This design comes from an exercise in tuning for small area on the open sky130 flow, not from production work. The RTL was checked by simulation tests, not by an equivalence proof against the original design. The clock cells of run 7 come from the design's own scripts or RTL, not from TritonCTS. No driver is modelled on the clock port, so clock power and skew are understated where the tree is cut down; a real chip needs a root buffer or a tree. Power is estimated from default activity; no workload was simulated.

### flow/config.mk
export PLATFORM = sky130hd
export DESIGN_NAME = uart_fifo_ctrl
export DESIGN_NICKNAME = uart_fifo_ctrl
export VERILOG_FILES = /design/flow/design.v
export SDC_FILE = /design/flow/constraint.sdc
export NUM_CORES = 4
export LEC_CHECK = 0
export CAP_MARGIN = 20
export CORE_MARGIN = 2
export CORE_UTILIZATION = 40
export SLEW_MARGIN = 20
### flow/constraint.sdc
create_clock -name core_clock -period 10.0 [get_ports {clk}]
set_input_delay 2.0000 -clock core_clock [delete_from_list [all_inputs] [get_ports {clk}]]
set_output_delay 2.0000 -clock core_clock [all_outputs]
set_load 0.01 [all_outputs]
### flow/design.v
module fifo #(
	parameter DATA_WIDTH = 8,
	parameter DEPTH = 16
)(
	input wire clk,
	input wire rst,
	input wire wr_en,
	input wire rd_en,
	input wire [DATA_WIDTH-1:0] din,
	output wire [DATA_WIDTH-1:0] dout,
	output reg full,
	output reg empty
);
	localparam PTR_WIDTH = $clog2(DEPTH);
	reg [DATA_WIDTH-1:0] mem [0:DEPTH-1];
	reg [PTR_WIDTH-1:0] wr_ptr, rd_ptr;
	reg [PTR_WIDTH:0] count;
	wire do_wr = wr_en && !full;
	wire do_rd = rd_en && !empty;
	assign dout = mem[rd_ptr];
	always @(posedge clk or posedge rst) begin
	     if (rst) begin
		wr_ptr <= 0;
		rd_ptr <= 0;
		count <= 0;
		full <= 0;
		empty <= 1;
	     end else begin
	         if (wr_en && !full) begin
	            mem[wr_ptr]  <= din;
	            wr_ptr <= wr_ptr + 1;
		 end
		 if (rd_en && !empty) begin
		    rd_ptr <= rd_ptr + 1;
		 end
		 if (do_wr != do_rd)
		    count <= do_wr ? count + 1 : count - 1;
		 full <= (count == DEPTH);
		 empty <= (count == 0);
	     end
	end
endmodule	
module uart_rx (
    input wire clk,
    input wire rst,
    input wire rx,
    output reg [7:0] data_out,
    output reg done
);
    parameter IDLE = 3'd0;
    parameter START = 3'd1;
    parameter DATA = 3'd2;
    parameter STOP = 3'd3;
    parameter DONE_STATE = 3'd4;
    reg [2:0] state;
    reg [3:0] sample_cnt;
    reg [2:0] bit_cnt;
    reg [7:0] shift_reg;
    reg done_d;
    reg done_flag;
    always @(posedge clk or posedge rst) begin
        if (rst) begin
            state <= IDLE;
            sample_cnt <= 0;
            bit_cnt <= 0;
            shift_reg <= 0;
            data_out <= 0;
            done <= 0;
	    done_flag <= 0;
        end else begin
	    done <= done_flag;
	    done_flag <= 0;
            case (state)
                IDLE: begin
                    if (~rx) begin
                        state <= START;
                        sample_cnt <= 0;
                    end
                end
                START: begin
                    sample_cnt <= sample_cnt + 1;
                    if (sample_cnt == 7) begin
                        if (~rx) begin
                            state <= DATA;
                            sample_cnt <= 0;
                            bit_cnt <= 0;
                        end else
                            state <= IDLE;
                    end
                end
                DATA: begin
                    sample_cnt <= sample_cnt + 1;
                    if (sample_cnt == 15) begin
                        shift_reg <= {rx, shift_reg[7:1]};
                        sample_cnt <= 0;
                        if (bit_cnt == 7)
                            state <= STOP;
			else
			    bit_cnt <= bit_cnt + 1;
                    end
                end
                STOP: begin
                    sample_cnt <= sample_cnt + 1;
                    if (sample_cnt == 15) begin
                        if (rx) begin
                            data_out <= shift_reg;
                            done_flag <= 1;
                        end
                        state <= DONE_STATE;
                        sample_cnt <= 0;
                    end
                end
                DONE_STATE: state <= IDLE;
      		default: state <= IDLE;
             endcase
	end
    end
endmodule
module uart_tx(
	input wire clk,  
	input wire rst,  
	input wire tx_start,  
	input wire [7:0] data_in,  
	output reg tx,  
	output reg busy  
); 
	parameter IDLE = 3'b000;
	parameter START = 3'b001;
	parameter DATA = 3'b010;
	parameter STOP = 3'b011;
	parameter DONE = 3'b100;
	reg [2:0] state;
	reg [3:0] bit_cnt;  
	reg [7:0] shift_reg;  
	reg [3:0] baud_cnt;  
	always @(posedge clk or posedge rst) begin
	    if (rst) begin
		state <= IDLE;
		tx <= 1'b1;  
		busy <= 0;
		bit_cnt <= 0;
		shift_reg <= 0;
		baud_cnt <= 0;
	    end else begin
		case (state)
		   IDLE: begin
		      tx <= 1'b1;
		      busy <= 0;
		      if (tx_start) begin
			 shift_reg <= data_in;
			 state <= START;
			 busy <= 1;
			 baud_cnt <= 0;
		      end
		    end
		    START: begin
			tx <= 1'b0;
			if (baud_cnt == 15) begin
			   baud_cnt <= 0;
			   bit_cnt <= 0;
			   state <= DATA;
			end else
			   baud_cnt <= baud_cnt + 1;
		    end
		    DATA: begin
		       tx <= shift_reg[bit_cnt];
		       if (baud_cnt ==15) begin
			  baud_cnt <= 0;
			  if (bit_cnt == 7)
			     state <= STOP;
			  else
			     bit_cnt <= bit_cnt + 1;
		        end else
			     baud_cnt <= baud_cnt + 1;
		    end
		    STOP: begin
		       tx <= 1'b1;
		       if (baud_cnt == 15) begin
			   baud_cnt <= 0;
			   state <= DONE;
		       end else
			   baud_cnt <= baud_cnt + 1;
		    end
		    DONE: begin
		       state <= IDLE;
		    end
		    default: state <= IDLE;
	         endcase
	     end
	end
endmodule	
module uart_fifo_ctrl(
	input wire clk,
	input wire rst,
	input wire rx,
	output wire tx
);
	wire [7:0] rx_data;
	wire rx_done;
	wire tx_busy;
	wire [7:0] tx_data;
	wire fifo_empty, fifo_full;
	reg prev_tx_ready;
	wire tx_ready = !fifo_empty && !tx_busy;
	reg tx_start;
	always @(posedge clk or posedge rst) begin
	     if (rst)
	 	prev_tx_ready <= 0;
	     else
		prev_tx_ready <= tx_ready;
        end
	always @(*) begin
	    tx_start = tx_ready && !prev_tx_ready;
        end
	uart_rx u_rx(
		.clk(clk),
		.rst(rst),
		.rx(rx),
		.data_out(rx_data),
		.done(rx_done)
	);
	fifo u_fifo (
		.clk(clk),
		.rst(rst),
		.wr_en(rx_done),
		.rd_en(tx_start),
		.din(rx_data),
		.dout(tx_data),
		.full(fifo_full),
		.empty(fifo_empty)
	);
	uart_tx u_tx(
		.clk(clk),
		.rst(rst),
		.tx_start(tx_start),
		.data_in(tx_data),
		.tx(tx),
		.busy(tx_busy)	
	);
endmodule
### flow/run.sh
#!/bin/bash
# synth_recipe.tcl (not shown) runs the flow's synth.tcl, then flattens the netlist and writes it again
# the make line also repeats each setting of config.mk as NAME=value (left out here)
make -C /OpenROAD-flow-scripts/flow DESIGN_CONFIG=/design/flow/config.mk WORK_HOME=/design/flow/orfs CLKGATE_MAP_FILE= SYNTH_SCRIPT=/design/flow/synth_recipe.tcl finish
==> results of run 1 <==
[cell usage after synthesis, types with 2 or more instances]
cell type	instances
a21oi_1	21
o22ai_1	15
and2_1	3
nor2b_1	8
mux2i_1	11
nand2_1	52
mux2_2	19
a22o_1	3
nand4_1	4
edfxtp_1	128
dfstp_2	2
or3_4	2
buf_2	15
nand3b_1	2
a222oi_1	6
dfrtp_1	63
a21o_1	5
clkbuf_1	10
mux4_2	2
nand3_1	11
a32o_1	4
o221a_2	2
a31oi_1	7
xor2_1	2
nand2b_1	8
nor3_2	2
ha_1	16
nor2_1	35
buf_4	2
xnor2_1	9
a22oi_1	18
o21ai_0	16
nor3_1	11
a311oi_1	8
inv_1	14
a221oi_1	11
and3_1	2
buf_1	2
o31ai_1	3
[cells by family after synthesis]
logic type | count (synthesis)
simple gates | 150
mux | 34
compound gates | 126
fa+ha+maj | 17
xor+xnor | 11
buf+inv | 44
flops | 193
[worst register-to-register path, delay by kind of cell, from the launching register on]
| family | cells | cell delay (ns) |
|---|---|---|
| simple gates | 4 | 1.62 |
| flops | 1 | 0.38 |
| buf+inv | 1 | 0.27 |
[final timing paths]
check                                         startpoint                          to  slack [ns]  cells past startpoint
worst max-delay path                                 rst  u_fifo.mem[8][6]$_DFFE_PP_        6.43                      4
worst min-delay path            u_rx.done_flag$_DFF_PP0_         u_rx.done$_DFF_PP0_        0.37                      0
worst max register to register     u_fifo.full$_DFF_PP0_  u_fifo.mem[8][6]$_DFFE_PP_        7.37                      5
worst min register to register  u_rx.done_flag$_DFF_PP0_         u_rx.done$_DFF_PP0_        0.37                      0
max in group asynchronous                            rst         u_tx.tx$_DFFE_PP1P_        7.09                      3
min in group asynchronous                            rst   u_rx.state[0]$_DFFE_PP0P_        1.99                      2
[area by class of cell]
class                   instances  area, um^2
clock buffers                  22       506.7
fillers                      1735       10720
clock inverters                10       70.07
repair buffers                  7       60.06
multi-input cells             338        2376
inverters                      14       52.55
well taps                     265       331.6
flip-flops and latches        193        5473
[layer usage]
layer | part of all wire, % | global-route usage [%] | vias up
li1 | - | - | 2182
met3 | 8.1 | 4.608 | 26
met5 | 0 | 0 | -
met4 | 2.0 | 5.441 | 0
met2 | 46 | 26.23 | 194
met1 | 44 | 22.57 | 2383
[power by group through the flow]
| stage | Clock [W] | Sequential [W] | Combinational, W |
|---|---|---|---|
| after floorplan | 0 | 0.000899 | 0.0000877 |
| after global placement | 0 | 0.000912 | 0.0000887 |
| after detailed placement | 0 | 0.000914 | 0.0000965 |
| after CTS | 0.000663 | 0.000898 | 0.0000962 |
| after global routing | 0.000698 | 0.000902 | 0.000111 |
| final | 0.000655 | 0.000898 | 0.0000941 |
[metrics by stage]
step / util, % / std cells
finish: 45.28 / 849
global route: 45.28 / 849
CTS: 45.16 / 849
detailed placement: 42.22 / 817
global placement: 42.22 / 817
floorplan: - / 575
==> impl_metrics.yaml, run 1 <==
placement:
  port-buffer-count: 3
  dpl_cell_area_um2: 8270
  place_congestion: 0.8633
  pre_cts_slack_ns: 5.686
  hpwl_mm: 11.08
power_and_ir_drop:
  pwr-share-comb_pct: 5.7
  power_density_nw_per_um2: 185.7
  internal_power_w: 0.001274
  leakage_nw: 3.179
  p_switching_w: 0.0003727
  pwr-share-seq_pct: 54.5
  p_sw_share_pct: 22.63
  p_clk_share_pct: 39.8
  max-vdd-ir-drop_uv: 125.5
  finalPower_w: 0.001647
sta:
  rsz0062_at_grt: "false"
  finalCritPeriodShare_pct: 35.69
  layout_setup_ws_ns: 6.431
  drv_slew: 0
  hold_slack_ns: 0.3663
  worstMarginPinSlew_ns: 1.015
  fin_tns_setup_ns: 0
  fin_crit_ns: 3.569
  slew_headroom_pct: 32.32
  final_hold_viol_count: 0
  finalSetupViolCount: 0
  fmax_mhz: 280.2
  fin_skew_ns: 0.008509
detailed_routing:
  vias: 4785
  drc: 0
  wl_per_cell_um: 20.16
  drtIter0Drc: 540
  wirelength_mm: 17.11
  ant_nets: 0
  via_per_inst: 5.636
  detail_route.first_pass.iterations: 5
grt:
  grt_max_degree: 38
  grt_pass1_vias: 4852
  antenna_found_initial: 0
  grt_pass1_wl_mm: 27.21
  grt_overflow: 0
  grt_usage_pct: 16.68
die:
  ios: 4
  coreArea_um2: 19590
  die-area_um2: 21200
  dieHeight_um: 145.6
  std_cell_rows: 51
  initial_utilization_pct: 40.93
  die_w_um: 145.6
synth:
  synth.area.mux_share_pct: 4.931
  synth-adder-area-share_pct: 2.746
  yosys-top-cells-area: "edfxtp_1 (48%), dfrtp_1 (20%), mux2_2 (2.7%)"
  synth_flop_cell: "edfxtp_1"
  synth_cells: 575
  syn_avg_cell_area_um2: 13.95
  synth_top_cell_by_area: "edfxtp_1"
  synth_top_family_by_area: "compound AO/OA/AOI/OAI gates"
  synth_fp_nets: 595
  seq_area_frac_synth_pct: 68.25
  async_reset_ff_share_pct: 33.68
  synth.distinct_cells: 60
  synth_compound_area_share_pct: 11.12
  netlist.area_leader.share_pct: 47.93
  yosys_warnings: 5
  synthXorXnorAreaFrac_pct: 1.201
  ys_ff_latch: 193
  synth_edf_count: 128
  synth_area_um2: 8019
  synthSimpleGateAreaFrac_pct: 9.346
outcome:
  outcome: "timing/DRC/antenna clean"
finish:
  largest-register: "u_fifo.mem"
  final_common_cell: "edfxtp_1"
  largest_register_ffs: 128
  layout_common_cells: "edfxtp_1 (128), dfrtp_1 (63), nand2_1 (52), nor2_1 (35), a21oi_1 (21)"
  area_growth_pct: 10.61
  antenna_cells: 0
  layout.nets: 591
  drive_gt1_share_pct: 13.36
  final_area_um2: 8870
hold_path:
  hold_class: "reg2reg"
worst_setup_path:
  cp_cell_sequence: "clkdlybuf4s50_1, nor2_1, nand2_1, nor2_1"
  crit_required_ns: 10.06
  cp-end-kind: "flip-flop"
  critical_path.top_delay_family: "simple AND/OR/NAND/NOR gates"
  crit_top_cell: "nor2_1"
  cp.arrival_ns: 3.63
  cp_slowest_cell: "nor2_1"
  path_max_fanout: 8
  worst-path-buf-inv: 1
  cpPeakStageDelay_ns: 0.59
  cp-start-kind: "primary input"
  critical_path_class: "in2reg"
clock_tree:
  numCtsBuffers: 17
  cts_setup_buffers: 0
  cts_resized: 0
  clkLatencyLatePin_ns: 0.43
  cts_sinks: 193
  cts_root_buf: "clkbuf_16"
  cts_hold_buf: 0
  cts.htree.levels: 4
  clk_pin_slew_ns: 0.07
  cts_max_path_buffers: 2
  cts_tree: "done"
flow_run:
  cap_violations: 0
==> run 2: changes to the inputs <==
==> flow/design.v (replaced) <==
module uart_fifo_ctrl(
	input wire clk,
	input wire rst,
	input wire rx,
	output wire tx
);
	reg [3:0] lab;
	wire [3:0] lab_n = lab + 4'd1;
	always @(posedge clk)
		lab <= lab_n;
	reg [127:0] ring;
	wire [7:0] ring_out = ring[127:120];
	wire wr_now;
	reg [7:0] rx_sh;
	wire [7:0] ring_in = wr_now ? rx_sh : ring_out;
	always @(posedge clk)
		ring <= {ring[119:0], ring_in};
	reg [3:0] rx_ph;
	reg [3:0] rx_cnt;
	wire rx_idle = (rx_ph == 4'd3) || (rx_ph == 4'd2);
	wire rx_tick = (rx_cnt == 4'd15);
	always @(posedge clk)
		rx_cnt <= (rx_idle && !rx) ? 4'd8 : rx_cnt + 4'd1;
	always @(posedge clk)
		if (rx_ph[3] && rx_tick)
			rx_sh <= {rx, rx_sh[7:1]};
	always @(posedge clk or posedge rst) begin
		if (rst)
			rx_ph <= 4'd3;
		else if (rx_idle)
			rx_ph <= rx ? 4'd3 : 4'd7;
		else if (rx_ph == 4'd1)
			rx_ph <= 4'd2;
		else if (rx_ph == 4'd4)
			rx_ph <= 4'd3;
		else if (rx_tick) begin
			if (rx_ph == 4'd7)
				rx_ph <= rx ? 4'd3 : 4'd8;
			else if (rx_ph == 4'd0)
				rx_ph <= rx ? 4'd1 : 4'd4;
			else
				rx_ph <= rx_ph + 4'd1;
		end
	end
	reg [3:0] wp, rp;
	reg last_wr;	 
	reg full, empty;
	reg pend;	 
	wire do_wr = (rx_ph == 4'd2) && !full;
	wire do_rd;
	wire ptr_eq = (wp == rp);
	wire cnt0 = ptr_eq && !last_wr;
	assign wr_now = pend && (lab_n == wp);
	always @(posedge clk or posedge rst) begin
		if (rst) begin
			wp <= 4'd0;
			rp <= 4'd0;
			last_wr <= 1'b0;
			full <= 1'b0;
			empty <= 1'b1;
			pend <= 1'b0;
		end else begin
			if (do_wr)
				wp <= wp + 4'd1;
			if (do_rd)
				rp <= rp + 4'd1;
			if (do_wr != do_rd)
				last_wr <= do_wr;
			full <= ptr_eq && last_wr;
			empty <= cnt0;
			if (do_wr)
				pend <= 1'b1;
			else if (wr_now)
				pend <= 1'b0;
		end
	end
	reg [3:0] tx_ph;
	reg [3:0] tx_cnt;
	reg [7:0] tx_buf;
	wire tx_idle = (tx_ph == 4'd2);
	assign do_rd = tx_idle && !empty;
	wire tx_free = (tx_ph == 4'd0) || (tx_ph == 4'd1) || tx_idle;
	wire tx_pre = (tx_ph == 4'd6) || (tx_ph == 4'd7);
	always @(posedge clk)
		tx_cnt <= do_rd ? 4'd15 : tx_cnt + 4'd1;
	always @(posedge clk or posedge rst) begin
		if (rst)
			tx_ph <= 4'd2;
		else if (tx_idle) begin
			if (do_rd)
				tx_ph <= 4'd6;
		end else if (tx_cnt == 4'd15 || tx_ph == 4'd1)
			tx_ph <= tx_ph + 4'd1;
	end
	always @(posedge clk)
		if ((tx_free && lab == rp) || (tx_pre && wr_now && cnt0))
			tx_buf <= ring_in;
	assign tx = (tx_ph == 4'd7) ? 1'b0 : (tx_ph[3] ? tx_buf[tx_ph[2:0]] : 1'b1);
endmodule
--- a/flow/config.mk
+++ b/flow/config.mk
@@ -5,7 +5,9 @@
 export SDC_FILE = /design/flow/constraint.sdc
 export NUM_CORES = 4
 export LEC_CHECK = 0
+export ABC_AREA = 1
 export CAP_MARGIN = 20
 export CORE_MARGIN = 2
-export CORE_UTILIZATION = 40
+export CORE_UTILIZATION = 60
+export CTS_BUF_LIST = sky130_fd_sc_hd__clkbuf_8
 export SLEW_MARGIN = 20
==> run 2 against run 1 <==
Compared with the run above:
- clock skew up 0.012 ns
- global-route usage up 0.061 points
- highest routed layer unchanged
- largest cell class unchanged
- first-iteration DRC count down 84%
- critical path type is now reg2out
- still clean on timing, DRC and antenna
- hold slack worse by 0.042 ns
==> impl_metrics.yaml, run 2 <==
finish:
  drive_gt1_share_pct: 14.00
  layout.nets: 446
  regArea_um2: 3789
  area_growth_pct: 11.17
  fin_util_pct: 69.21
  top_regs: "ring (128), rx_sh (8), tx_buf (8)"
  largest_register_ffs: 128
  layout_common_cells: "dfxtp_1 (140), nand2_1 (68), inv_1 (30), nand3_1 (28), nor2_1 (20)"
  final_common_cell: "dfxtp_1"
  nFillCells: 616
  antenna_cells: 0
  multi_input_area_um2: 1190
  largest-register: "ring"
grt:
  grt_pass1_vias: 2521
  grt_util_met3_pct: 5.120
  antenna_found_initial: 0
  grt_overflow: 0
  top_usage_layer: "met2"
  grt_usage_pct: 16.74
  gr-usage-met1_pct: 22.20
  grt_pass1_wl_mm: 11.44
  met2_usage_pct: 25.52
  grt_max_degree: 23
sta:
  rsz0062_at_grt: "false"
  fin_skew_ns: 0.02020
  hold_slack_ns: 0.3240
  layout_setup_ws_ns: 5.920
  drv_slew: 0
  fmax_mhz: 245.1
  worstMarginPinSlew_ns: 0.8325
  finalSetupViolCount: 0
  finalCritPeriodShare_pct: 40.80
  fin_tns_setup_ns: 0
  slew_headroom_pct: 44.44
  fin_crit_ns: 4.080
  final_hold_viol_count: 0
detailed_routing:
  via_per_inst: 4.828
  ant_nets: 0
  drc: 0
  wirelength_mm: 6.945
  vias: 2646
  drtIter0Drc: 88
  detail_route.first_pass.iterations: 4
  wl_per_cell_um: 12.67
synth:
  syn_avg_cell_area_um2: 12.48
  synthXorXnorAreaFrac_pct: 2.555
  synth.area.mux_share_pct: 0
  async_reset_ff_share_pct: 11.36
  ys_ff_latch: 176
  synthSimpleGateAreaFrac_pct: 15.48
  yosys_warnings: 1
  synthMostInstantiatedCell: "dfxtp_1"
  yosys-top-cells-area: "dfxtp_1 (55%), edfxtp_1 (9.3%), dfrtp_1 (7.8%)"
  synthTopCellsByCount: "dfxtp_1 (140), nand2_1 (68), inv_1 (30), nand3_1 (28), nor2_1 (20)"
  synth-adder-area-share_pct: 3.358
  synth_area_um2: 5141
  synth_cells: 412
  synth_fp_nets: 428
  synth.distinct_cells: 34
  synth_compound_area_share_pct: 1.752
  seq_area_frac_synth_pct: 73.69
  netlist.area_leader.share_pct: 54.51
  synth_flop_cell: "dfxtp_1"
  synth_edf_count: 16
  synth_top_cell_by_area: "dfxtp_1"
  synth_top_family_by_area: "simple AND/OR/NAND/NOR gates"
clock_tree:
  cts_setup_buffers: 0
  cts_root_buf: "clkbuf_8"
  cts_max_path_buffers: 2
  numCtsBuffers: 17
  clk_pin_slew_ns: 0.11
  cts_sinks: 176
  cts.htree.levels: 4
  clkLatencyLatePin_ns: 0.45
  cts_tree: "done"
  cts_resized: 0
  cts_hold_buf: 0
power_and_ir_drop:
  finalPower_w: 0.001641
  p_clk_share_pct: 31.1
  p_switching_w: 0.0005420
  power_density_nw_per_um2: 287.2
  pwr-share-comb_pct: 17.4
  p_sw_share_pct: 33.02
  leakage_nw: 2.455
  max-vdd-ir-drop_uv: 208.7
  internal_power_w: 0.001099
  pwr-share-seq_pct: 51.5
die:
  die_w_um: 96.57
  initial_utilization_pct: 62.26
  die-area_um2: 9325
  ios: 4
  std_cell_rows: 33
  dieHeight_um: 96.57
  coreArea_um2: 8258
worst_setup_path:
  crit_required_ns: 8.00
  rrSetupSlack_ns: 7.83
  path_max_fanout: 10
  cp-end-kind: "output pin"
  cp-start-kind: "flip-flop"
  cp.arrival_ns: 2.08
  reg2regPathDepth: 6
  critical_path_class: "reg2out"
placement:
  pre_cts_slack_ns: 6.416
  hpwl_mm: 4.454
  place_congestion: 0.8297
  port-buffer-count: 3
outcome:
  outcome: "timing/DRC/antenna clean"
hold_path:
  hold_class: "reg2reg"
  min_path_cells: 0
flow_run:
  cap_violations: 0
-- run 2: per-layer routing --
metal / routed length [um] / up-vias
li1: - / 1363
met5: 0 / -
met4: 119 / 0
met2: 3037 / 47
met3: 241 / 12
met1: 3546 / 1224
-- run 2: cell families (layout without fill, tap and decap cells) --
logic type | after synthesis | after routing
flops | 176 | 176
simple gates | 153 | 153
buf+inv | 38 | 69
compound gates | 16 | 16
xor+xnor | 15 | 15
fa+ha+maj | 14 | 14
-- run 2: power groups by stage --
stage	sequential (W)	clock (W)	combinational, W
2_1_floorplan	0.000836	0	0.000248
3_3_place_gp	0.000859	0	0.000278
3_5_place_dp	0.000861	0	0.000284
4_1_cts	0.000846	0.000523	0.000288
5_1_grt	0.000856	0.000547	0.000329
6_report	0.000845	0.000511	0.000285
-- run 2: worst paths after layout --
| check | end | from |
|---|---|---|
| max reg2reg | tx_buf[0]$_DFFE_PP_ | lab[0]$_DFF_P_ |
| min | ring[34]$_DFF_P_ | ring[26]$_DFF_P_ |
| min in group asynchronous | rx_ph[2]$_DFFE_PP0P_ | rst |
| max | tx | tx_ph[0]$_DFFE_PP0P_ |
| min reg2reg | ring[34]$_DFF_P_ | ring[26]$_DFF_P_ |
| max in group asynchronous | tx_ph[3]$_DFFE_PP0P_ | rst |
-- run 2: through the flow --
stage / std cells / area (um^2)
floorplan: 412 / 5141
finish: 548 / 5715
global route: 548 / 5715
global placement: 516 / 5270
detailed placement: 516 / 5270
CTS: 548 / 5715
-- run 2: cell type report --
type	count	share of cell area, %
clock buffers	17	4.094
well taps	105	2.299
repair buffers	3	0.5254
flip-flops and latches	176	66.29
multi-input cells	198	20.82
clock inverters	15	3.700
inverters	34	2.277
-- run 2: critical path, cell delays in order (launching register included) --
cell and delay [ns]:
dfrtp_1 0.51, inv_1 0.21, nand2_1 0.08, nand3_1 0.07, nand3_1 0.08, nand3_1 0.08, nand2_1 0.05, inv_1 0.04
clkdlybuf4s50_1 0.52
==> run 3: changes to the inputs <==
==> flow/config.mk (replaced) <==
export PLATFORM = sky130hd
export DESIGN_NAME = uart_fifo_ctrl
export DESIGN_NICKNAME = uart_fifo_ctrl
export VERILOG_FILES = /design/flow/design.v
export SDC_FILE = /design/flow/constraint.sdc
export NUM_CORES = 4
export LEC_CHECK = 0
export CAP_MARGIN = 20
export CORE_MARGIN = 2
export CORE_UTILIZATION = 40
export SLEW_MARGIN = 20
==> run 3 against run 2 <==
Compared with the run above:
- still clean on timing, DRC and antenna
- count of clock-buffer cells in the layout up 1
- via count shrank 15%
- area after synthesis shrank 3.9%
- combinational power shrank 6%
- routed wire length decreased by 10%
- critical path depth decreased by 4
- critical endpoint unchanged
- largest power group unchanged
- highest routed layer unchanged
==> impl_metrics.yaml, run 3 <==
detailed_routing:
  ant_nets: 0
  vias: 2236
  wl_per_cell_um: 12.51
  via_per_inst: 4.490
  wirelength_mm: 6.232
  drtIter0Drc: 122
  drc: 0
  detail_route.first_pass.iterations: 4
synth:
  synth.area.mux_share_pct: 4.231
  synthTopCellsByCount: "dfxtp_1 (140), dfrtp_1 (16), edfxtp_1 (16), ha_1 (13), xnor2_1 (13)"
  synth_top_cell_by_area: "dfxtp_1"
  synth_fp_nets: 336
  synth_edf_count: 16
  netlist.area_leader.share_pct: 56.75
  synth.distinct_cells: 47
  async_reset_ff_share_pct: 11.36
  synthMostInstantiatedCell: "dfxtp_1"
  yosys-top-cells-area: "dfxtp_1 (57%), edfxtp_1 (9.7%), dfrtp_1 (8.1%)"
  synth-adder-area-share_pct: 3.496
  syn_avg_cell_area_um2: 15.43
  yosys_warnings: 1
  synth_flop_cell: "dfxtp_1"
  synth_compound_area_share_pct: 3.572
  seq_area_frac_synth_pct: 76.72
  synth_top_family_by_area: "simple AND/OR/NAND/NOR gates"
  synth_area_um2: 4938
  synth_cells: 320
  synthXorXnorAreaFrac_pct: 4.763
  ys_ff_latch: 176
  synthSimpleGateAreaFrac_pct: 5.929
finish:
  antenna_cells: 0
  area_growth_pct: 15.53
  fin_util_pct: 47.50
  largest_register_ffs: 128
  top_regs: "ring (128), rx_sh (8), tx_buf (8)"
  layout.nets: 354
  final_common_cell: "dfxtp_1"
  layout_common_cells: "dfxtp_1 (140), clkbuf_16 (17), dfrtp_1 (16), edfxtp_1 (16)"
  final_area_um2: 5705
  drive_gt1_share_pct: 15.67
  largest-register: "ring"
grt:
  grt_overflow: 0
  antenna_found_initial: 0
  grt_max_degree: 21
  grt_pass1_wl_mm: 10.57
  grt_usage_pct: 10.59
  grt_pass1_vias: 2246
outcome:
  outcome: "timing/DRC/antenna clean"
die:
  dieHeight_um: 115.1
  coreArea_um2: 12010
  die_w_um: 115.1
  initial_utilization_pct: 41.11
  ios: 4
  die-area_um2: 13250
  std_cell_rows: 40
sta:
  rsz0062_at_grt: "false"
  finalSetupViolCount: 0
  slew_headroom_pct: 46.99
  fin_tns_setup_ns: 0
  layout_setup_ws_ns: 5.855
  drv_slew: 0
  fin_skew_ns: 0.009181
  finalCritPeriodShare_pct: 41.45
  fmax_mhz: 241.3
  fin_crit_ns: 4.145
  worstMarginPinSlew_ns: 0.7942
  final_hold_viol_count: 0
worst_setup_path:
  cp_cell_sequence: "mux4_2, a21oi_1, nor2_1, clkdlybuf4s50_1"
  cp-end-kind: "output pin"
  worst-path-buf-inv: 1
  critical_path.top_delay_family: "multiplexers"
  critical_path_class: "reg2out"
  cp.arrival_ns: 2.15
  crit_required_ns: 8.00
  cpPeakStageDelay_ns: 0.55
  cp_slowest_cell: "mux4_2"
  cp-start-kind: "flip-flop"
  path_max_fanout: 7
clock_tree:
  cts_hold_buf: 0
  cts_setup_buffers: 0
  cts.htree.levels: 4
  clk_pin_slew_ns: 0.07
  cts_sinks: 176
  numCtsBuffers: 17
  cts_root_buf: "clkbuf_16"
  clkLatencyLatePin_ns: 0.41
  cts_tree: "done"
  cts_max_path_buffers: 2
  cts_resized: 0
power_and_ir_drop:
  power_density_nw_per_um2: 318.3
  leakage_nw: 2.292
  max-vdd-ir-drop_uv: 131.5
  finalPower_w: 0.001816
placement:
  pre_cts_slack_ns: 6.294
  dpl_cell_area_um2: 5122
  port-buffer-count: 3
  place_congestion: 0.7212
  hpwl_mm: 3.924
flow_run:
  cap_violations: 0
hold_path:
  hold_class: "reg2reg"
## run 3: changes by cell type after synthesis, moves of 6 or more
cell / change
o21ai_0: -6
nand2_1: -59
nor2_1: -11
mux2_4: +8
nand4_1: -12
xnor2_1: +10
inv_1: -21
nand3_1: -23
## run 3: worst paths after layout
| kind | slack, ns | end | from | cells past startpoint |
|---|---|---|---|---|
| worst max-delay path | 5.85 | tx | tx_ph[0]$_DFFE_PP0P_ | 4 |
| worst min-delay path | 0.32 | ring[40]$_DFF_P_ | ring[32]$_DFF_P_ | 0 |
| worst max register to register | 7.58 | tx_buf[1]$_DFFE_PP_ | lab[0]$_DFF_P_ | 5 |
| worst min register to register | 0.32 | ring[40]$_DFF_P_ | ring[32]$_DFF_P_ | 0 |
| max in group asynchronous | 7.46 | rx_ph[3]$_DFFE_PP0P_ | rst | 2 |
| min in group asynchronous | 2.04 | wp[2]$_DFFE_PP0P_ | rst | 2 |
## run 3: per-stage QoR
stage / std cells / hold WS, ns
floorplan: 320 / 0.3096
global placement: 466 / 0.3106
detailed placement: 466 / 0.3121
CTS: 498 / 0.3238
global route: 498 / 0.3310
finish: 498 / 0.3205
## run 3: power by group
part / internal (W) / total (W) / switching (W)
clock: 0.000358 / 0.000635 / 0.000276
combinational: 0.000142 / 0.000269 / 0.000127
sequential: 0.000830 / 0.000913 / 0.0000823
## run 3: cell families after synthesis
| kind of cell | count (synthesis) |
|---|---|
| mux | 14 |
| buf+inv | 13 |
| xor+xnor | 26 |
| simple gates | 52 |
| flops | 176 |
| fa+ha+maj | 14 |
| compound gates | 25 |
## run 3: worst register-to-register path: stages, from the launching register on
cell	delay (ns)
dfxtp_1	0.45
ha_1	0.25
xor2_2	0.18
xnor2_1	0.15
and4_1	0.59
a32o_1	0.45
## run 3: metal layers
layer	vias to the layer above	wire [um]	share of wire [%]	global-route usage [%]
met3	7	166	2.7	4.428
met2	18	2637	42	15.02
met4	0	89	1.4	5.141
met1	1087	3338	54	14.01
met5	-	0	0	0
li1	1124	-	-	-
## run 3: cell type report
type | instances | area [um^2]
fillers | 1064 | 6306
repair buffers | 3 | 30.03
flip-flops and latches | 176 | 3789
well taps | 147 | 183.9
inverters | 9 | 33.78
clock buffers | 18 | 439.2
multi-input cells | 131 | 1086
clock inverters | 14 | 143.9
==> run 4: changes to the inputs <==
--- a/flow/design.v
+++ b/flow/design.v
@@ -4,10 +4,12 @@
 	input wire rx,
 	output wire tx
 );
-	reg [3:0] lab;
-	wire [3:0] lab_n = lab + 4'd1;
+	reg [3:0] pos;
+	reg [3:0] rd_off;
+	wire do_wr, do_rd;
 	always @(posedge clk)
-		lab <= lab_n;
+		if (!do_wr)
+			pos <= pos + 4'd1;
 	reg [127:0] ring;
 	wire [7:0] ring_out = ring[127:120];
 	wire wr_now;
@@ -42,30 +44,25 @@
 				rx_ph <= rx_ph + 4'd1;
 		end
 	end
-	reg [3:0] wp, rp;
 	reg last_wr;	 
 	reg full, empty;
 	reg pend;	 
-	wire do_wr = (rx_ph == 4'd2) && !full;
-	wire do_rd;
-	wire ptr_eq = (wp == rp);
+	assign do_wr = (rx_ph == 4'd2) && !full;
+	wire ptr_eq = (rd_off == 4'd0);
 	wire cnt0 = ptr_eq && !last_wr;
-	assign wr_now = pend && (lab_n == wp);
+	assign wr_now = pend && (pos == 4'd15);
 	always @(posedge clk or posedge rst) begin
 		if (rst) begin
-			wp <= 4'd0;
-			rp <= 4'd0;
+			rd_off <= 4'd0;
 			last_wr <= 1'b0;
 			full <= 1'b0;
 			empty <= 1'b1;
 			pend <= 1'b0;
 		end else begin
-			if (do_wr)
-				wp <= wp + 4'd1;
-			if (do_rd)
-				rp <= rp + 4'd1;
-			if (do_wr != do_rd)
+			if (do_wr != do_rd) begin
+				rd_off <= do_rd ? rd_off + 4'd1 : rd_off - 4'd1;
 				last_wr <= do_wr;
+			end
 			full <= ptr_eq && last_wr;
 			empty <= cnt0;
 			if (do_wr)
@@ -93,7 +90,7 @@
 			tx_ph <= tx_ph + 4'd1;
 	end
 	always @(posedge clk)
-		if ((tx_free && lab == rp) || (tx_pre && wr_now && cnt0))
+		if ((tx_free && pos == rd_off) || (tx_pre && wr_now && cnt0))
 			tx_buf <= ring_in;
 	assign tx = (tx_ph == 4'd7) ? 1'b0 : (tx_ph[3] ? tx_buf[tx_ph[2:0]] : 1'b1);
 endmodule
==> run 4 against run 3 <==
Compared with the run above:
- register-to-register slack worse by 0.14 ns
- clock skew decreased by 0.0052 ns
- cell count is 2.2% lower
- power rose by 10%
- hold slack better by 0.0018 ns
- non-clock buffer count is the same
- synthesized cell count fell by 2.8%
- count of clock-buffer cells in the layout rose by 3
- flip-flop and latch count down 4
- critical path depth is the same
- global-route usage about the same
==> impl_metrics.yaml, run 4 <==
outcome:
  outcome: "timing/DRC/antenna clean"
sta:
  worstMarginPinSlew_ns: 0.7087
  drv_slew: 0
  finalSetupViolCount: 0
  slew_headroom_pct: 52.70
  fin_tns_setup_ns: 0
  fmax_mhz: 233.7
  fin_skew_ns: 0.003957
  final_hold_viol_count: 0
  finalCritPeriodShare_pct: 42.78
  fin_crit_ns: 4.278
  rsz0062_at_grt: "false"
  layout_setup_ws_ns: 5.722
die:
  ios: 4
  die_w_um: 113.6
  coreArea_um2: 11860
  dieHeight_um: 113.6
  initial_utilization_pct: 40.51
  die-area_um2: 12900
  std_cell_rows: 40
synth:
  synthTopCellsByCount: "dfxtp_1 (136), edfxtp_1 (20), ha_1 (13), dfrtp_1 (12), nand2_1 (11)"
  netlist.area_leader.share_pct: 56.67
  synth_edf_count: 20
  synth_flop_cell: "dfxtp_1"
  yosys-top-cells-area: "dfxtp_1 (57%), edfxtp_1 (13%), dfrtp_1 (6.3%)"
  syn_avg_cell_area_um2: 15.45
  synth_fp_nets: 328
  synth_top_cell_by_area: "dfxtp_1"
  synth.distinct_cells: 45
  ys_ff_latch: 172
  synth_area_um2: 4805
  yosys_warnings: 1
  async_reset_ff_share_pct: 9.302
  synthMostInstantiatedCell: "dfxtp_1"
  synth_cells: 311
  seq_area_frac_synth_pct: 77.60
power_and_ir_drop:
  max-vdd-ir-drop_uv: 139.3
  p_clk_share_pct: 32.6
  p_sw_share_pct: 26.13
  leakage_nw: 2.265
  p_switching_w: 0.0005224
  finalPower_w: 0.001999
  pwr-share-comb_pct: 16.4
  power_density_nw_per_um2: 358.2
  internal_power_w: 0.001477
  pwr-share-seq_pct: 51.1
worst_setup_path:
  critical_path.top_delay_family: "multiplexers"
  critical_path_class: "reg2out"
  cp-end-kind: "output pin"
  crit_required_ns: 8.00
  cp-start-kind: "flip-flop"
  path_max_fanout: 9
  cp_slowest_cell: "mux4_2"
  worst-path-buf-inv: 1
  cp_cell_sequence: "mux4_2, a211oi_1, a21oi_1, clkdlybuf4s50_1"
  cpPeakStageDelay_ns: 0.55
  cp.arrival_ns: 2.28
finish:
  final_common_cell: "dfxtp_1"
  antenna_cells: 0
  layout.nets: 344
  drive_gt1_share_pct: 15.59
  largest-register: "ring"
  top_regs: "ring (128), rx_sh (8), tx_buf (8)"
  area_growth_pct: 16.15
  layout_common_cells: "dfxtp_1 (136), edfxtp_1 (20), clkbuf_16 (18), ha_1 (13), dfrtp_1 (12)"
  regArea_um2: 3729
  largest_register_ffs: 128
  fin_util_pct: 47.05
  nFillCells: 1035
  multi_input_area_um2: 1003
clock_tree:
  cts_hold_buf: 0
  cts_resized: 0
  cts.htree.levels: 4
  cts_setup_buffers: 0
  clk_pin_slew_ns: 0.06
  cts_max_path_buffers: 2
  clkLatencyLatePin_ns: 0.41
  cts_sinks: 172
  cts_tree: "done"
  cts_root_buf: "clkbuf_16"
  numCtsBuffers: 17
grt:
  grt_max_degree: 17
  grt_usage_pct: 10.55
  grt_pass1_wl_mm: 10.18
  antenna_found_initial: 1
  grt_pass1_vias: 2200
  grt_overflow: 0
hold_path:
  hold_class: "reg2reg"
placement:
  pre_cts_slack_ns: 6.138
  hpwl_mm: 3.702
  port-buffer-count: 3
  place_congestion: 0.7182
detailed_routing:
  wirelength_mm: 6.062
  vias: 2184
  wl_per_cell_um: 12.45
  drc: 0
  drtIter0Drc: 194
  ant_nets: 0
  detail_route.first_pass.iterations: 4
  via_per_inst: 4.485
flow_run:
  cap_violations: 0
[run 4: logic make-up after synthesis]
group / synth area share, %
adder cells (fa/ha/maj): 3.802
XOR/XNOR: 2.552
buffers and inverters: 1.510
AO/OA/AOI/OAI: 3.698
multiplexers: 4.479
AND/OR/NAND/NOR: 6.355
flip-flops: 77.60
[run 4: area by class of cell]
type / count / area share (%)
multi-input cells: 124 / 17.98
flip-flops and latches: 172 / 66.82
inverters: 9 / 0.6054
clock inverters: 11 / 2.309
well taps: 147 / 3.296
repair buffers: 3 / 0.5381
clock buffers: 21 / 8.453
[run 4: power groups by stage]
stage	Clock [W]	Sequential [W]	Combinational (W)
6_report	0.000651	0.00102	0.000327
5_1_grt	0.000695	0.00105	0.000372
4_1_cts	0.000667	0.00102	0.000331
3_5_place_dp	0	0.00103	0.000328
3_3_place_gp	0	0.00103	0.000318
2_1_floorplan	0	0.000987	0.000293
[run 4: worst paths after layout]
kind / to / slack [ns] / start / cells after the start
hold / removal: ring[78]$_DFF_P_ / 0.32 / ring[70]$_DFF_P_ / 0
max in group asynchronous: rd_off[0]$_DFFE_PP0P_ / 7.50 / rst / 2
setup / recovery: tx / 5.72 / tx_ph[0]$_DFFE_PP0P_ / 4
setup reg to reg: rd_off[3]$_DFFE_PP0P_ / 7.44 / tx_ph[0]$_DFFE_PP0P_ / 8
min in group asynchronous: rx_ph[2]$_DFFE_PP0P_ / 2.05 / rst / 2
hold reg to reg: ring[78]$_DFF_P_ / 0.32 / ring[70]$_DFF_P_ / 0
[run 4: routing by layer]
metal  track usage, %  up-vias  wire length, um
met5                0        -                0
met4            6.098        0              130
met3            4.463       12              232
met2            14.69       29             2580
met1            13.75     1050             3119
li1                 -     1093                -
[run 4: per-stage QoR]
stage / hold WS (ns) / instance area [um^2] / std cells
floorplan: 0.3096 / 4805 / 311
global placement: 0.3099 / 4980 / 455
detailed placement: 0.3121 / 4980 / 455
CTS: 0.3251 / 5580 / 487
global route: 0.3285 / 5580 / 487
finish: 0.3223 / 5580 / 487
==> run 5: changes to the inputs <==
--- a/flow/config.mk
+++ b/flow/config.mk
@@ -7,5 +7,6 @@
 export LEC_CHECK = 0
 export CAP_MARGIN = 20
 export CORE_MARGIN = 2
-export CORE_UTILIZATION = 40
+export CORE_UTILIZATION = 60
+export CTS_BUF_LIST = sky130_fd_sc_hd__clkbuf_8
 export SLEW_MARGIN = 20
==> run 5 against run 4 <==
Compared with the run above:
- still clean on timing, DRC and antenna
- final area shrank 4.4%
- clock power shrank 27%
- routed wire length grew 1.9%
- combinational power is essentially flat
- sequential power is essentially flat
- sequential share of layout area grew 3.1 points
- cell count shrank 9.2%
- area after synthesis is the same
- critical endpoint unchanged
- largest cell class unchanged
==> impl_metrics.yaml, run 5 <==
grt:
  grt_pass1_wl_mm: 10.73
  antenna_found_initial: 0
  grt_pass1_vias: 2227
  grt_max_degree: 19
  grt_usage_pct: 16.57
  grt_overflow: 0
synth:
  synth_cells: 311
  synthMostInstantiatedCell: "dfxtp_1"
  yosys-top-cells-area: "dfxtp_1 (57%), edfxtp_1 (13%), dfrtp_1 (6.3%)"
  syn_avg_cell_area_um2: 15.45
  synth_area_um2: 4805
  synth_compound_area_share_pct: 3.698
  synth_flop_cell: "dfxtp_1"
  netlist.area_leader.share_pct: 56.67
  seq_area_frac_synth_pct: 77.60
  ys_ff_latch: 172
  synthXorXnorAreaFrac_pct: 2.552
  synthSimpleGateAreaFrac_pct: 6.354
  synth.area.mux_share_pct: 4.479
  synth_edf_count: 20
  synthTopCellsByCount: "dfxtp_1 (136), edfxtp_1 (20), ha_1 (13), dfrtp_1 (12), nand2_1 (11)"
  async_reset_ff_share_pct: 9.302
  yosys_warnings: 1
  synth_top_cell_by_area: "dfxtp_1"
  synth_top_family_by_area: "simple AND/OR/NAND/NOR gates"
  synth-adder-area-share_pct: 3.802
  synth_fp_nets: 328
  synth.distinct_cells: 45
finish:
  antenna_cells: 0
  layout.nets: 344
  largest_register_ffs: 128
  largest-register: "ring"
  layout_common_cells: "dfxtp_1 (136), edfxtp_1 (20), clkbuf_8 (17), ha_1 (13), dfrtp_1 (12)"
  final_common_cell: "dfxtp_1"
  area_growth_pct: 11.04
  final_area_um2: 5335
  top_regs: "ring (128), rx_sh (8), tx_buf (8)"
  drive_gt1_share_pct: 16.18
detailed_routing:
  wl_per_cell_um: 13.97
  detail_route.first_pass.iterations: 6
  drc: 0
  drtIter0Drc: 65
  vias: 2183
  ant_nets: 0
  via_per_inst: 4.939
  wirelength_mm: 6.175
outcome:
  outcome: "timing/DRC/antenna clean"
power_and_ir_drop:
  max-vdd-ir-drop_uv: 176.1
  power_density_nw_per_um2: 342.7
  leakage_nw: 2.177
worst_setup_path:
  critical_path_class: "reg2out"
  cp.arrival_ns: 2.37
  cp-end-kind: "output pin"
  cp-start-kind: "flip-flop"
  rrSetupSlack_ns: 7.43
  crit_required_ns: 8.00
  r2r-end: "rd_off[3]$_DFFE_PP0P_"
  path_max_fanout: 9
  reg2regPathDepth: 8
  r2r_start: "tx_ph[0]$_DFFE_PP0P_"
die:
  initial_utilization_pct: 62.18
  die-area_um2: 8739
  die_w_um: 93.49
  coreArea_um2: 7727
  std_cell_rows: 32
  dieHeight_um: 93.49
  ios: 4
sta:
  rsz0062_at_grt: "false"
  slew_headroom_pct: 53.24
  fmax_mhz: 228.6
  worstMarginPinSlew_ns: 0.7007
  fin_tns_setup_ns: 0
  finalSetupViolCount: 0
  finalCritPeriodShare_pct: 43.75
  fin_crit_ns: 4.375
  final_hold_viol_count: 0
  drv_slew: 0
  fin_skew_ns: 0.01236
clock_tree:
  cts_root_buf: "clkbuf_8"
  numCtsBuffers: 17
  cts_sinks: 172
  cts.htree.levels: 4
  cts_max_path_buffers: 2
  cts_setup_buffers: 0
  clkLatencyLatePin_ns: 0.42
  cts_hold_buf: 0
  cts_tree: "done"
  clk_pin_slew_ns: 0.09
  cts_resized: 0
placement:
  port-buffer-count: 3
  dpl_cell_area_um2: 4923
  place_congestion: 0.8454
  hpwl_mm: 3.824
flow_run:
  cap_violations: 0
hold_path:
  min_path_cells: 0
  hold_class: "reg2reg"
  hp-start: "ring[0]$_DFF_P_"
  whs_endpoint: "ring[8]$_DFF_P_"
run 5: cell families (layout without fill, tap and decap cells):
group	after synthesis	in the layout
multiplexers	18	18
AO/OA/AOI/OAI	26	26
AND/OR/NAND/NOR	52	52
XOR/XNOR	14	14
buffers and inverters	15	44
flip-flops	172	172
adder cells (fa/ha/maj)	14	14
run 5: cell type report:
cell class	count	area, um^2
clock buffers	17	234.0
clock inverters	15	177.7
well taps	102	127.6
repair buffers	3	30.03
inverters	9	33.78
multi-input cells	124	1003
flip-flops and latches	172	3729
fillers	521	2392
run 5: critical path: stages (launching register included):
cell and delay (ns):
dfrtp_1 0.55, mux4_2 0.55, a211oi_1 0.28, a21oi_1 0.09, clkdlybuf4s50_1 0.48
run 5: worst max-delay path by stage:
| stage | from | endpoint | slack, ns | depth (start not counted) |
|---|---|---|---|---|
| floorplan | tx_ph[0]$_DFFE_PP0P_ | tx | 6.53 | 4 |
| global placement | tx_ph[0]$_DFFE_PP0P_ | tx | 6.12 | 4 |
| detailed placement | tx_ph[0]$_DFFE_PP0P_ | tx | 6.12 | 4 |
| CTS | tx_ph[0]$_DFFE_PP0P_ | tx | 5.59 | 4 |
| global route | tx_ph[0]$_DFFE_PP0P_ | tx | 5.49 | 4 |
| finish | tx_ph[0]$_DFFE_PP0P_ | tx | 5.63 | 4 |
run 5: report_power, final:
group	internal, W	switching [W]
Combinational	0.000170	0.000159
Clock	0.000212	0.000262
Sequential	0.000914	0.000111
run 5: per-layer routing:
metal	track usage [%]	share of wire, %	vias to the layer above
met5	0	0	-
li1	-	-	1101
met4	6.373	1.3	0
met1	22.20	51	1054
met3	7.091	2.7	6
met2	23.98	45	22
run 5: per-stage QoR:
step	power, W	hold WS [ns]	setup slack, ns	util (%)	std cells
after floorplan	0.001281	0.3096	6.531	-	311
after global placement	0.001350	0.3100	6.125	63.71	410
after detailed placement	0.001366	0.3121	6.125	63.71	410
after CTS	0.001849	0.3280	5.585	69.04	442
after global routing	0.001937	0.3328	5.487	69.04	442
final	0.001828	0.3250	5.625	69.04	442
==> run 6: changes to the inputs <==
==> flow/flow/run.sh (new file) <==
#!/bin/bash
# Standard layout, except that clock tree synthesis inserts no dummy loads.
set -euo pipefail
export CTS_ARGS="-sink_clustering_enable -repair_clock_nets -dont_use_dummy_load -buf_list sky130_fd_sc_hd__clkbuf_8"
bash standard.sh > standard_flow.log 2>&1
==> flow/standard.sh (new file) <==
#!/bin/bash
# synth_recipe.tcl (not shown) runs the flow's synth.tcl, then flattens the netlist and writes it again
# the make line also repeats each setting of config.mk as NAME=value (left out here)
make -C /OpenROAD-flow-scripts/flow DESIGN_CONFIG=/design/flow/config.mk WORK_HOME=/design/flow/orfs CLKGATE_MAP_FILE= SYNTH_SCRIPT=/design/flow/synth_recipe.tcl "${@:-finish}"
--- a/flow/config.mk
+++ b/flow/config.mk
@@ -8,5 +8,4 @@
 export CAP_MARGIN = 20
 export CORE_MARGIN = 2
 export CORE_UTILIZATION = 60
-export CTS_BUF_LIST = sky130_fd_sc_hd__clkbuf_8
 export SLEW_MARGIN = 20
removed: flow/run.sh
==> run 6 against run 5 <==
Compared with the run above:
- worst setup slack improved by 0.10 ns
- clock power decreased by 29%
- die area did not move
- combinational power hardly changed
==> impl_metrics.yaml, run 6 <==
worst_setup_path:
  critical_path_class: "reg2out"
  path_max_fanout: 9
  cp.arrival_ns: 2.27
  cp-start-kind: "flip-flop"
  cp-end-kind: "output pin"
  crit_required_ns: 8.00
clock_tree:
  cts.htree.levels: 4
  cts_root_buf: "clkbuf_8"
  clkLatencyLatePin_ns: 0.43
  cts_tree: "done"
  cts_sinks: 172
  cts_setup_buffers: 0
  cts_hold_buf: 0
  cts_resized: 0
  numCtsBuffers: 17
  clk_pin_slew_ns: 0.08
  cts_max_path_buffers: 2
finish:
  layout.nets: 344
  largest_register_ffs: 128
  stdcell_count: 427
  regArea_um2: 3729
  area_growth_pct: 7.344
  antenna_cells: 0
  fin_util_pct: 66.74
  drive_gt1_share_pct: 12.31
  layout_common_cells: "dfxtp_1 (136), edfxtp_1 (20), clkbuf_8 (17), ha_1 (13), dfrtp_1 (12)"
  top_regs: "ring (128), rx_sh (8), tx_buf (8)"
  final_common_cell: "dfxtp_1"
  multi_input_area_um2: 1003
  nFillCells: 543
  largest-register: "ring"
power_and_ir_drop:
  p_sw_share_pct: 26.95
  finalPower_w: 0.001690
  power_density_nw_per_um2: 327.7
  internal_power_w: 0.001234
  pwr-share-comb_pct: 19.3
  p_clk_share_pct: 20.1
  p_switching_w: 0.0004555
  max-vdd-ir-drop_uv: 163.6
  leakage_nw: 2.091
  pwr-share-seq_pct: 60.6
sta:
  fin_skew_ns: 0.04533
  worstMarginPinSlew_ns: 0.6943
  finalCritPeriodShare_pct: 42.72
  fin_tns_setup_ns: 0
  finalSetupViolCount: 0
  rsz0062_at_grt: "false"
  fmax_mhz: 234.1
  drv_slew: 0
  fin_crit_ns: 4.272
  final_hold_viol_count: 0
  slew_headroom_pct: 53.40
synth:
  synth_fp_nets: 328
  synth.distinct_cells: 45
  synth_area_um2: 4805
  syn_avg_cell_area_um2: 15.45
  synthMostInstantiatedCell: "dfxtp_1"
  yosys-top-cells-area: "dfxtp_1 (57%), edfxtp_1 (13%), dfrtp_1 (6.3%)"
  synth_flop_cell: "dfxtp_1"
  synth_top_cell_by_area: "dfxtp_1"
  synth_cells: 311
  async_reset_ff_share_pct: 9.302
  synthTopCellsByCount: "dfxtp_1 (136), edfxtp_1 (20), ha_1 (13), dfrtp_1 (12), nand2_1 (11)"
  yosys_warnings: 1
  seq_area_frac_synth_pct: 77.60
  ys_ff_latch: 172
  netlist.area_leader.share_pct: 56.67
  synth_edf_count: 20
grt:
  grt_usage_pct: 16.09
  grt_pass1_wl_mm: 10.41
  grt_max_degree: 19
  antenna_found_initial: 0
  grt_pass1_vias: 2203
  grt_overflow: 0
die:
  std_cell_rows: 32
  initial_utilization_pct: 62.18
  die-area_um2: 8739
  ios: 4
  die_w_um: 93.49
  dieHeight_um: 93.49
  coreArea_um2: 7727
hold_path:
  hold_class: "reg2reg"
detailed_routing:
  wirelength_mm: 5.990
  drtIter0Drc: 50
  drc: 0
  vias: 2155
  detail_route.first_pass.iterations: 4
  ant_nets: 0
  wl_per_cell_um: 14.03
  via_per_inst: 5.047
placement:
  port-buffer-count: 3
  dp_cells: 410
  place_congestion: 0.8454
  hpwl_mm: 3.824
outcome:
  outcome: "timing/DRC/antenna clean"
flow_run:
  cap_violations: 0
run 6: cell count changes in the layout (fill, tap and decap cells not counted):
| cell | before | now |
|---|---|---|
| clkinv_2 | 3 | 0 |
| clkinv_8 | 3 | 0 |
| inv_12 | 1 | 0 |
| inv_6 | 3 | 0 |
| bufinv_16 | 1 | 0 |
| inv_8 | 3 | 0 |
| clkinvlp_4 | 1 | 0 |
run 6: final timing paths:
check | start | to | slack [ns] | cells after the start
worst max-delay path | tx_ph[0]$_DFFE_PP0P_ | tx | 5.73 | 4
worst min-delay path | ring[16]$_DFF_P_ | ring[24]$_DFF_P_ | 0.31 | 0
worst max register to register | tx_ph[0]$_DFFE_PP0P_ | rd_off[3]$_DFFE_PP0P_ | 7.46 | 8
worst min register to register | ring[16]$_DFF_P_ | ring[24]$_DFF_P_ | 0.31 | 0
max in group asynchronous | rst | pend$_DFFE_PP0P_ | 7.54 | 2
min in group asynchronous | rst | rx_ph[2]$_DFFE_PP0P_ | 2.00 | 2
run 6: area by class of cell:
cell class	count	share of cell area (%)
repair buffers	3	0.5822
clock buffers	17	4.537
multi-input cells	124	19.46
inverters	9	0.6550
flip-flops and latches	172	72.30
well taps	102	2.475
run 6: cells by family (layout without fill, tap and decap cells):
logic type / after synthesis / in the layout / share of synthesized area, %
simple gates: 52 / 52 / 6.355
xor+xnor: 14 / 14 / 2.552
mux: 18 / 18 / 4.479
compound gates: 26 / 26 / 3.698
flops: 172 / 172 / 77.60
fa+ha+maj: 14 / 14 / 3.802
buf+inv: 15 / 29 / 1.510
run 6: layer usage:
| metal | track usage (%) | part of all wire (%) | vias up |
|---|---|---|---|
| met5 | 0 | 0 | - |
| met4 | 7.843 | 1.7 | 0 |
| met3 | 6.124 | 2.5 | 11 |
| met2 | 22.66 | 43 | 22 |
| met1 | 21.90 | 53 | 1040 |
| li1 | - | - | 1082 |
run 6: power by group through the flow:
| stage | Clock, W | Combinational, W | Sequential (W) |
|---|---|---|---|
| 2_1_floorplan | 0 | 0.000293 | 0.000987 |
| 3_3_place_gp | 0 | 0.000318 | 0.00103 |
| 3_5_place_dp | 0 | 0.000327 | 0.00104 |
| 4_1_cts | 0.000353 | 0.000329 | 0.00103 |
| 5_1_grt | 0.000383 | 0.000365 | 0.00105 |
| 6_report | 0.000339 | 0.000326 | 0.00102 |
run 6: worst max-delay path, stage by stage, from the launching register on:
cell	delay, ns
dfrtp_1	0.53
mux4_2	0.55
a211oi_1	0.25
a21oi_1	0.07
clkdlybuf4s50_1	0.48
run 6: through the flow:
| stage | hold WS, ns | instance area, um^2 | setup WS (ns) |
|---|---|---|---|
| floorplan | 0.3096 | 4805 | 6.531 |
| global placement | 0.3100 | 4923 | 6.125 |
| finish | 0.3142 | 5157 | 5.728 |
| detailed placement | 0.3121 | 4923 | 6.125 |
| CTS | 0.3158 | 5157 | 5.686 |
| global route | 0.3205 | 5157 | 5.562 |
==> run 7: changes to the inputs <==
==> flow/flow/run.sh (replaced) <==
#!/bin/bash
# Standard layout with two changes:
#  - after floorplanning, combinational cells are set to their smallest
#    drive strength (downsize.tcl); placement's repair sizes up where needed;
#  - the clock tree is built by manual_cts.tcl: one root buffer driving 16
#    leaf buffers, each at the centre of an equal-sized group of flip-flops.
set -euo pipefail
F=$PWD/flow
export POST_FLOORPLAN_TCL=$F/downsize.tcl
export PRE_CTS_TCL=$F/manual_cts.tcl
export MCTS_N=16 MCTS_CELL=sky130_fd_sc_hd__clkbuf_4 MCTS_ROOT=sky130_fd_sc_hd__clkbuf_16
bash standard.sh > standard_flow.log 2>&1
==> flow/flow/downsize.tcl (new file) <==
# Set every combinational cell to the smallest drive strength of its
# family; the placement's repair_design sizes up again wherever the design
# rules need it. Flip-flops keep the cell that synthesis gave them.
set ds_count 0
set ds_saved 0.0
foreach inst [get_cells *] {
  set lc [get_lib_cells -of_objects $inst]
  set name [get_name $lc]
  if {![regexp {^(sky130_fd_sc_hd__[a-z0-9]+)_([0-9]+)$} $name -> base drive]} continue
  if {[regexp {__(df|edf|sdf|dl|tap|fill|decap|conb)} $name]} continue
  set best $lc
  set best_area [get_property $lc area]
  foreach cand [get_lib_cells ${base}_*] {
    set cn [get_name $cand]
    if {![regexp "^${base}_\[0-9\]+\$" $cn]} continue
    set skip 0
    foreach pat $::env(DONT_USE_CELLS) { if {[string match $pat $cn]} { set skip 1 } }
    if {$skip} continue
    set a [get_property $cand area]
    if {$a < $best_area} { set best $cand; set best_area $a }
  }
  if {$best ne $lc} {
    set ds_saved [expr {$ds_saved + [get_property $lc area] - $best_area}]
    replace_cell $inst $best
    incr ds_count
  }
}
puts "downsize: $ds_count cells, [format %.1f $ds_saved] um2"
==> flow/flow/manual_cts.tcl (new file) <==
set mcts_n $::env(MCTS_N)
set block [ord::get_db_block]
set db [ord::get_db]
set clk_net [$block findNet clk]

proc mcts_split {pts n} {
  # pts: list of {x y iterm}; returns a list of n groups
  if {$n <= 1} { return [list $pts] }
  set n1 [expr {$n / 2}]
  set n2 [expr {$n - $n1}]
  set xs [lsort -real [lmap p $pts {lindex $p 0}]]
  set ys [lsort -real [lmap p $pts {lindex $p 1}]]
  set idx [expr {[string is double [lindex $xs end]] ? 0 : 0}]
  if {[lindex $xs end] - [lindex $xs 0] >= [lindex $ys end] - [lindex $ys 0]} { set idx 0 } else { set idx 1 }
  set s [lsort -real -index $idx $pts]
  set k [expr {int(round(double([llength $pts]) * $n1 / $n))}]
  return [concat [mcts_split [lrange $s 0 [expr {$k - 1}]] $n1] [mcts_split [lrange $s $k end] $n2]]
}

proc mcts_buffer {block db cell name in_net out_net x y} {
  set master [$db findMaster $cell]
  set inst [odb::dbInst_create $block $master $name]
  $inst setLocation [expr {int($x)}] [expr {int($y)}]
  $inst setPlacementStatus PLACED
  foreach mt [$master getMTerms] {
    if {[$mt getSigType] == "POWER" || [$mt getSigType] == "GROUND"} continue
    if {[$mt getIoType] == "INPUT"} { [$inst findITerm [$mt getName]] connect $in_net }
    if {[$mt getIoType] == "OUTPUT"} { [$inst findITerm [$mt getName]] connect $out_net }
  }
  return $inst
}

set pts {}
foreach it [$clk_net getITerms] {
  set bb [[$it getInst] getBBox]
  lappend pts [list [expr {([$bb xMin] + [$bb xMax]) / 2.0}] [expr {([$bb yMin] + [$bb yMax]) / 2.0}] $it]
}
puts "manual cts: [llength $pts] sinks, $mcts_n buffers of $::env(MCTS_CELL)"
set groups [mcts_split $pts $mcts_n]
set src_net $clk_net
if {$mcts_n > 4} {
  set src_net [odb::dbNet_create $block "clknet_m_root"]
  $src_net setSigType CLOCK
}
set k 0
set cx 0; set cy 0
foreach g $groups {
  set sx 0; set sy 0
  foreach p $g { set sx [expr {$sx + [lindex $p 0]}]; set sy [expr {$sy + [lindex $p 1]}] }
  set x [expr {$sx / [llength $g]}]; set y [expr {$sy / [llength $g]}]
  set cx [expr {$cx + $x}]; set cy [expr {$cy + $y}]
  set net [odb::dbNet_create $block "clknet_m_$k"]
  $net setSigType CLOCK
  foreach p $g { set it [lindex $p 2]; $it disconnect; $it connect $net }
  mcts_buffer $block $db $::env(MCTS_CELL) "clkbuf_m_$k" $src_net $net $x $y
  puts "  buffer $k at $x $y drives [llength $g] sinks"
  incr k
}
if {$mcts_n > 4} {
  mcts_buffer $block $db $::env(MCTS_ROOT) "clkbuf_m_root" $clk_net $src_net [expr {$cx / $mcts_n}] [expr {$cy / $mcts_n}]
}
rename clock_tree_synthesis orig_clock_tree_synthesis
proc clock_tree_synthesis {args} { puts "clock_tree_synthesis replaced by the manual tree" }
--- a/flow/config.mk
+++ b/flow/config.mk
@@ -7,5 +7,5 @@
 export LEC_CHECK = 0
 export CAP_MARGIN = 20
 export CORE_MARGIN = 2
-export CORE_UTILIZATION = 60
+export CORE_UTILIZATION = 70
 export SLEW_MARGIN = 20
==> run 7 against run 6 <==
Compared with the run above:
- still clean
- area after synthesis unchanged
- power fell by 4.8%
- global-route usage rose by 0.86 points
- clock skew down 0.017 ns
- first-iteration DRC count grew 84%
- sequential share of layout area increased by 2.2 points
- clock power is about 20% lower
- synthesized cell count unchanged
- register-to-register slack worse by 0.14 ns
- critical path depth unchanged
- worst setup slack improved by 0.037 ns
- critical path type unchanged
- highest routed layer unchanged
==> impl_metrics.yaml, run 7 <==
outcome:
  outcome: "timing/DRC/antenna clean"
detailed_routing:
  drtIter0Drc: 92
  vias: 2146
  via_per_inst: 5.299
  ant_nets: 0
  drc: 0
  wirelength_mm: 6.080
  detail_route.first_pass.iterations: 4
  wl_per_cell_um: 15.01
grt:
  grt_pass1_vias: 2132
  grt_max_degree: 17
  grt_usage_pct: 16.95
  antenna_found_initial: 0
  grt_overflow: 0
  grt_pass1_wl_mm: 10.17
finish:
  final_common_cell: "dfxtp_1"
  final_area_um2: 5004
  nFillCells: 432
  largest_register_ffs: 128
  antenna_cells: 0
  multi_input_area_um2: 965.9
  area_growth_pct: 4.141
  largest-register: "ring"
  regArea_um2: 3729
  drive_gt1_share_pct: 10.15
  top_regs: "ring (128), rx_sh (8), tx_buf (8)"
  layout_common_cells: "dfxtp_1 (136), edfxtp_1 (20), clkbuf_4 (16), ha_1 (13), dfrtp_1 (12)"
  layout.nets: 344
power_and_ir_drop:
  leakage_nw: 2.022
  finalPower_w: 0.001608
  max-vdd-ir-drop_uv: 201.4
  power_density_nw_per_um2: 321.4
synth:
  syn_avg_cell_area_um2: 15.45
  synth_cells: 311
  synth.area.mux_share_pct: 4.479
  synth_fp_nets: 328
  synth_edf_count: 20
  synth_top_family_by_area: "simple AND/OR/NAND/NOR gates"
  netlist.area_leader.share_pct: 56.67
  synthMostInstantiatedCell: "dfxtp_1"
  ys_ff_latch: 172
  async_reset_ff_share_pct: 9.302
  synthXorXnorAreaFrac_pct: 2.552
  synth-adder-area-share_pct: 3.802
  yosys_warnings: 1
  synthSimpleGateAreaFrac_pct: 6.354
  yosys-top-cells-area: "dfxtp_1 (57%), edfxtp_1 (13%), dfrtp_1 (6.3%)"
  synth.distinct_cells: 45
  seq_area_frac_synth_pct: 77.60
  synth_area_um2: 4805
  synth_compound_area_share_pct: 3.698
  synth_top_cell_by_area: "dfxtp_1"
  synthTopCellsByCount: "dfxtp_1 (136), edfxtp_1 (20), ha_1 (13), dfrtp_1 (12), nand2_1 (11)"
  synth_flop_cell: "dfxtp_1"
worst_setup_path:
  crit_required_ns: 8.00
  cp_slowest_cell: "dfrtp_1"
  cp-end-kind: "output pin"
  cpPeakStageDelay_ns: 0.55
  r2r_start: "tx_ph[1]$_DFFE_PP1P_"
  cp-startpoint: "tx_ph[0]$_DFFE_PP0P_"
  cp_cell_sequence: "mux4_2, a211oi_1, a21oi_1, clkdlybuf4s50_1"
  path_max_fanout: 9
  cp-start-kind: "flip-flop"
  cp.arrival_ns: 2.24
  critical_path_class: "reg2out"
sta:
  hold_slack_ns: 0.3197
  fmax_mhz: 236.1
  slew_headroom_pct: 54.89
  rsz0062_at_grt: "false"
  layout_setup_ws_ns: 5.765
  finalSetupViolCount: 0
  fin_skew_ns: 0.02802
  finalCritPeriodShare_pct: 42.35
  worstMarginPinSlew_ns: 0.6704
  final_hold_viol_count: 0
  fin_crit_ns: 4.235
  fin_tns_setup_ns: 0
  drv_slew: 0
clock_tree:
  cts_setup_buffers: 0
  cts_resized: 0
  cts_hold_buf: 0
  clk_pin_slew_ns: 0.10
  clkLatencyLatePin_ns: 0.37
die:
  dieHeight_um: 86.85
  ios: 4
  initial_utilization_pct: 71.51
  die_w_um: 86.85
  coreArea_um2: 6719
  std_cell_rows: 30
  die-area_um2: 7542
placement:
  place_congestion: 0.8422
  port-buffer-count: 3
  dpl_cell_area_um2: 4858
  hpwl_mm: 4.152
  pre_cts_slack_ns: 6.137
hold_path:
  hp-start: "ring[2]$_DFF_P_"
  hold_class: "reg2reg"
flow_run:
  cap_violations: 0
run 7: cell counts after synthesis:
Identical to the previous run, type by type.
run 7: critical path, delay by kind of cell, from the launching register on:
kind / cells / cell delay [ns]
buf+inv: 1 / 0.48
mux: 1 / 0.55
flops: 1 / 0.55
compound gates: 2 / 0.31
run 7: layout make-up:
cell class | instances | share of cell area [%]
Inverter | 9 | 0.6752
Buffer | 17 | 2.901
Sequential cell | 172 | 74.52
Timing Repair Buffer | 3 | 0.6001
Tap cell | 80 | 2.000
Multi-Input combinational cell | 124 | 19.30
run 7: cell families (layout without fill, tap and decap cells):
group,count (synthesis),after routing
fa+ha+maj,14,14
mux,18,18
buf+inv,15,29
compound gates,26,26
flops,172,172
simple gates,52,52
xor+xnor,14,14
run 7: where the power goes:
group | switching (W) | internal, W
Clock | 0.000178 | 0.0000932
Sequential | 0.000111 | 0.000914
Combinational | 0.000156 | 0.000156
Total | 0.000445 | 0.00116
run 7: final timing paths:
path	cells after the start	to	slack, ns
worst max-delay path	4	tx	5.76
worst min-delay path	0	ring[10]$_DFF_P_	0.32
worst max register to register	7	rd_off[3]$_DFFE_PP0P_	7.32
worst min register to register	0	ring[10]$_DFF_P_	0.32
max in group asynchronous	2	tx_ph[2]$_DFFE_PP0P_	7.55
min in group asynchronous	2	rd_off[1]$_DFFE_PP0P_	2.01
run 7: metal layers:
| metal | wire length [um] | share of wire (%) | global-route usage (%) |
|---|---|---|---|
| met1 | 2908 | 48 | 23.99 |
| met2 | 2864 | 47 | 28.31 |
| met3 | 178 | 2.9 | 1.810 |
| met4 | 127 | 2.1 | 4.403 |
| met5 | 0 | 0 | 0 |
run 7: through the flow:
| stage | std cells | utilization (%) |
|---|---|---|
| CTS | 405 | 74.47 |
| detailed placement | 388 | 72.31 |
| finish | 405 | 74.47 |
| global placement | 388 | 72.31 |
| floorplan | 311 | - |
| global route | 405 | 74.47 |

afterwards: timing with drivers on the ports:
The results above use ideal ports. As a check the final layouts listed here were re-extracted and re-timed, cells and wires unchanged.
Step 1 assumes that a clkbuf_16 drives the clock port and a buf_2 every other input.
Step 2 also shifts input and output timing later by t, the mid clock arrival at the registers, as if the neighbouring blocks saw the same clock.
Three values: no drivers, after step 1, after step 2; two values: the first two.
run | t (ns) | setup slack, ns | hold slack, ns | worst slew at a driven data input, ns | pins driven straight from the clock port
run 1 | 0.471 | 6.431 / 6.453 / 5.983 | 0.366 / 0.366 / 0.366 | 0.03 | 1
run 2 | 0.472 | 5.920 / 5.889 / 6.360 | 0.324 / 0.324 / 0.324 | 0.03 | 1
run 3 | 0.440 | 5.855 / 5.821 / 6.261 | 0.321 / 0.320 / 0.320 | 0.03 | 1
run 4 | 0.446 | 5.722 / 5.683 / 6.129 | 0.322 / 0.322 / 0.322 | 0.03 | 1
run 5 | 0.449 | 5.625 / 5.595 / 6.044 | 0.325 / 0.325 / 0.325 | 0.03 | 1
run 6 | 0.436 | 5.728 / 5.697 / 6.133 | 0.314 / 0.314 / 0.314 | 0.03 | 1
run 7 | 0.387 | 5.765 / 5.733 / 6.120 | 0.320 / 0.320 / 0.320 | 0.03 | 1
After both steps every run listed still meets setup and hold. The setup slack of run 1, which loses most, moves by +0.022 ns with the drivers and by -0.448 ns with both steps.
